This design comes from an exercise in tuning for a short achievable clock period and few clock cycles on the open sky130 flow, not from production work.
Function was checked by simulation only, so behaviour that the tests miss may differ from the original.
Power figures rest on the tool's default switching activity, not on a simulated workload.

lane 1:
// MIPSProcessor
module MIPSProcessor (
    input    wire               clk, rst,
    output   wire    [31:0]     imem_addr,
    input    wire    [31:0]     imem_rdata,
    output   wire    [31:0]     dmem_addr,
    output   wire    [31:0]     dmem_wdata,
    output   wire               dmem_we,
    input    wire    [31:0]     dmem_rdata
);
Size: about 1600 flip-flops, ~89000 um^2 of cells after synthesis.
export LEC_CHECK = 0
export ABC_CLOCK_PERIOD_IN_PS = 3000
export CAP_MARGIN = 20
export CELL_PAD_IN_SITES_DETAIL_PLACEMENT = 0
export CELL_PAD_IN_SITES_GLOBAL_PLACEMENT = 0
export CORE_MARGIN = 2
export CORE_UTILIZATION = 50
export CTS_BUF_LIST = sky130_fd_sc_hd__clkbuf_16
export CTS_CLUSTER_DIAMETER = 100
export CTS_CLUSTER_SIZE = 25
export GPL_ROUTABILITY_DRIVEN = 0
export SETUP_SLACK_MARGIN = 5
export SLEW_MARGIN = 20
create_clock -name core_clock -period 12.0 [get_ports {clk}]
standard.sh (not shown) runs the stock make flow with config.mk's settings and CLKGATE_MAP_FILE= SYNTH_SCRIPT=/design/flow/synth_recipe.tcl, a recipe that flattens the netlist after the stock synthesis.
==> flow/flow/run.sh <==
#!/bin/bash
# The standard layout, with timing repair aiming past the 12 ns clock:
# repair_timing treats any path with less than SETUP_SLACK_MARGIN of slack
# as failing, so it keeps sizing and buffering the longest paths.
set -euo pipefail
bash standard.sh SETUP_SLACK_MARGIN=8.3 finish > standard_flow.log 2>&1
Testbench counts of lane 1, summed over its fixed seeds: cycles 37,178.
Input-level comparison between lane 2 and lane 1:
Settings: swapping 50 for 55 in CORE_UTILIZATION; clearing GPL_ROUTABILITY_DRIVEN, which used to be 0.
Diff lane 1 -> lane 2: post-placement worst setup slack now larger, buffering stage count on the worst path with inverters included shows a reduction of 5.
For clock share of power, lane 1 and lane 2 come out practically identical.
Compared with lane 1, lane 2 degrades fmax.
[compare] base=lane 1 new=lane 2: initial antenna violation count increased by 1 relative to the old numbers, detailed-routing iteration count for the pre-antenna-repair pass decreased by 1 relative to the old numbers.
Lane 1 -> lane 2: number of instances resized during post-cts repair decreased by a little under 10%
On wire length of the first global-routing pass, lane 2 does worse than lane 1.
For the worst stage delay on the critical path, lane 2 came in 0.15 ns higher than lane 1 did.
[inputs] lane 3 vs lane 2
Settings: swapping 55 for 45 in CORE_UTILIZATION.
## What came out
Going from lane 2 to lane 3, number of inserted filler cells in the final layout grows by 4174.
Measured against each other, lane 3 and lane 2 differ in power dissipated in combinational cells, the lower figure coming from lane 3.
Combinational share of power: lane 3 and lane 2 compared, higher one is lane 2
Run comparison: lane 3 critical path startpoint dmem_rdata[31]; lane 2 critical path startpoint mulRowsM[71]
Looking at die outline area, lane 3 sits about 22% higher than lane 2 does.
Per the comparison of lane 3 with lane 2, cell-internal power has decreased; total wirelength of the detailed-routed design decreased about 2%; number of antenna repair diodes has increased; sequential share of power rose 0.9 points.
The arrival time at the worst endpoint reported for lane 3 is greater than that of lane 2 by 0.32 ns.
The final reports for lane 3 and lane 2 show initial antenna violation count higher in the former.
The following lists how lane 4 was set up differently from lane 3:
Settings: an added PLACE_DENSITY of 0.7; a change of CORE_UTILIZATION from 45 to 50.
==> comparison <==
Placed wire-length estimate after detailed placement is higher on lane 3. Going from lane 3 to lane 4, global-route track usage on met1 grows by 3.2 points. Of lane 4 and lane 3, lane 4 shows the higher post-detailed-route wirelength per cell, with lane 3 below it. NOTE: post-CTS setup buffer count in lane 4 exceeds that of lane 3.
Input-level comparison between lane 5 and lane 4:
Settings: CTS_CLUSTER_DIAMETER changed from 100 to 120; PLACE_DENSITY removed (was 0.7); CTS_CLUSTER_SIZE changed from 25 to 20.
The share of the clock period used by the worst path after layout reported for lane 5 is greater than that of lane 4 by 0.85 points.
Lane 5 against lane 4; via count of the first global-routing pass is down by a few percent.
Comparing lane 5 with lane 4, the number of placed instances with taps included came out essentially unchanged.
Lane 4 and lane 5 ended up with roughly the same share of synthesized flip-flops with an asynchronous set or reset.
From lane 4 to lane 5 the numbers moved as follows: global-route usage now sits higher; via count now sits lower; worst endpoint required time now sits lower; slack of the critical path now sits lower.

* * *

run 1:
Starting RTL as in the previous note.
==> flow/config.mk <==
export PLATFORM = sky130hd
export DESIGN_NAME = MIPSProcessor
export DESIGN_NICKNAME = MIPSProcessor
export VERILOG_FILES = /design/flow/design.v
export SDC_FILE = /design/flow/constraint.sdc
export NUM_CORES = 8
export LEC_CHECK = 0
export ABC_CLOCK_PERIOD_IN_PS = 3000
export CAP_MARGIN = 20
export CELL_PAD_IN_SITES_DETAIL_PLACEMENT = 0
export CELL_PAD_IN_SITES_GLOBAL_PLACEMENT = 0
export CORE_MARGIN = 2
export CORE_UTILIZATION = 50
export CTS_BUF_LIST = sky130_fd_sc_hd__clkbuf_16
export CTS_CLUSTER_DIAMETER = 100
export CTS_CLUSTER_SIZE = 25
export SETUP_SLACK_MARGIN = 5
export SLEW_MARGIN = 20
==> flow/constraint.sdc <==
create_clock -name core_clock -period 12.0 [get_ports {clk}]
set_input_delay 2.4000 -clock core_clock [delete_from_list [all_inputs] [get_ports {clk}]]
set_output_delay 2.4000 -clock core_clock [all_outputs]
set_load 0.01 [all_outputs]
Scripts as last shown in full above: flow/flow/run.sh
Testbench counts of run 1, summed over its fixed seeds: cycles 37,178.
Modified inputs, run 2 compared to run 1
- changing CELL_PAD_IN_SITES_GLOBAL_PLACEMENT from 0 to 1
- changing CORE_UTILIZATION from 50 to 60
- changing CELL_PAD_IN_SITES_DETAIL_PLACEMENT from 0 to 1
==> comparison <==
flip-flop to flip-flop as the type of the setup path with the least slack was reported by run 2, and primary input to flip-flop by run 1.
In run 2 relative to run 1, placed wire-length estimate after detailed placement had gone up by a little under 10%.
Total area of multi-input combinational cells for run 2 is higher than for run 1.
Summary of run 2 over run 1: length of routed met3 wiring went up 50%, latest clock arrival within the worst-skew pair went up 0.03 ns, layout multi-input combinational cell count held, final cell count went down 341, slew of the pin with the lowest slew margin went down 0.032 ns.
Run 2 vs. run 1: non-clock buffer count in the final layout went up by about 13%.
In the reports for run 1 and run 2, the larger proportion of layout cells with a drive suffix above 1 belongs to run 2.
Run 1 vs run 2, cell at the slowest stage of the critical path: sky130_fd_sc_hd__clkdlybuf4s50_1 vs sky130_fd_sc_hd__fa_1
Delta (run 2 minus run 1): global-route wire length before repair climbed 9.9%, worst setup slack lower.
Modified inputs, run 3 compared to run 2
- swapping 60 for 55 in CORE_UTILIZATION
==> comparison <==
Run 3 ended up with a higher cell count than run 2 did.
Run 2 → run 3: multi-input combinational cell count held; utilization dropped 5.2 points; number of nets in the layout was more or less identical.
Launch point of the worst path = mfBME: run 3; launch point of the worst path = mulRowsM[72]: run 2
Taking run 2 as the reference point, the via count of run 3 falls by about 3.2%.
On total chip power: run 3 sits above run 2.
In run 3, the detailed-routing iteration count for the pre-antenna-repair pass came out 4 below the value in run 2.
On run 3: share of the cycle needed by the critical path after routing is 0.59 points lower than what run 2 gave.
Compared with run 2, run 3 shows a higher final critical-path setup slack.
Inputs modified between run 3 and run 4:
- a change of CORE_UTILIZATION from 55 to 50
- a change of CELL_PAD_IN_SITES_GLOBAL_PLACEMENT from 1 to 0
- a change of CELL_PAD_IN_SITES_DETAIL_PLACEMENT from 1 to 0
==> flow/flow/run.sh <==
#!/bin/bash
# The standard layout, with timing repair aiming past the 12 ns clock:
# repair_timing treats any path with less than SETUP_SLACK_MARGIN of slack
# as failing, so it keeps sizing and buffering the longest paths.
set -euo pipefail
bash standard.sh SETUP_SLACK_MARGIN=8.6 finish > standard_flow.log 2>&1
==> run summary <==
- In the flow results for run 4 and run 3, the wire length on met1 is larger on run 3.
- Of run 4 and run 3, the run reporting the higher routing usage on met1 was run 3.
- Multi-input combinational cell count: run 4 vs run 3 — no meaningful difference
The following lists how run 5 was set up differently from run 4:
- CELL_PAD_IN_SITES_GLOBAL_PLACEMENT: 0 -> 1
- CELL_PAD_IN_SITES_DETAIL_PLACEMENT: 0 -> 1
==> flow/flow/run.sh <==
#!/bin/bash
# The standard layout, with timing repair aiming past the 12 ns clock:
# repair_timing treats any path with less than SETUP_SLACK_MARGIN of slack
# as failing, so it keeps sizing and buffering the longest paths.
set -euo pipefail
bash standard.sh SETUP_SLACK_MARGIN=8.3 finish > standard_flow.log 2>&1
--- outcome ---
Looking at flip-flop and latch share of the layout cell area, run 5 sits 2.1 points higher than run 4 does. [compare] base=run 4 new=run 5: arrival time at the worst endpoint decreased 0.13 ns; starting density of the core roughly the same. Compared with run 4, run 5 degrades wire length of the first global-routing pass. Routed wire length | run 5 above run 4. Looking only at area added between synthesis and finish, and setting everything else aside, the lower value of run 4 and run 5 goes to run 5.

[static timing again, ports no longer ideal]
In the flow no input, the clock included, has a driving cell. The finished layouts below were timed again as built, in two steps. Step 1 (the two cells are an assumption about what drives the block):
set clk [get_ports {clk}]
set_driving_cell -lib_cell sky130_fd_sc_hd__clkbuf_16 $clk
set_driving_cell -lib_cell sky130_fd_sc_hd__buf_2 [delete_from_list [all_inputs] $clk]
Step 2 moves the port delays by t, midway between the first and last clock arrival at a register: inputs arrive t later, outputs are due t later. That takes back most of the time a late clock gives input paths. Three values: ideal, step 1, step 2; two values: the first two.
run	t, ns	slack for setup (ns)	clock arrival spread, ns	worst register clock-pin slew, ns
lane 1	0.835	8.180 / 8.155 / 7.376	0.062 / 0.062	0.11 / 0.11
lane 2	0.801	8.119 / 8.119 / 7.400	0.053 / 0.053	0.11 / 0.11
lane 3	0.853	7.879 / 7.934 / 7.082	0.068 / 0.067	0.11 / 0.11
lane 4	0.817	8.141 / 8.180 / 7.379	0.060 / 0.060	0.11 / 0.11
lane 5	0.846	8.039 / 8.097 / 7.251	0.058 / 0.058	0.10 / 0.10
run 1	0.818	8.172 / 8.196 / 7.396	0.053 / 0.054	0.11 / 0.11
run 2	0.843	8.063 / 8.063 / 7.317	0.061 / 0.060	0.12 / 0.12
run 3	0.843	8.133 / 8.133 / 7.373	0.080 / 0.080	0.11 / 0.11
run 4	0.832	7.901 / 7.901 / 7.343	0.040 / 0.040	0.11 / 0.11
run 5	0.863	7.981 / 8.045 / 7.182	0.048 / 0.047	0.11 / 0.11
After both steps setup and hold are still met in every run listed. The setup slack of lane 1, which loses most, moves by -0.025 ns with the drivers and by -0.804 ns with both steps.
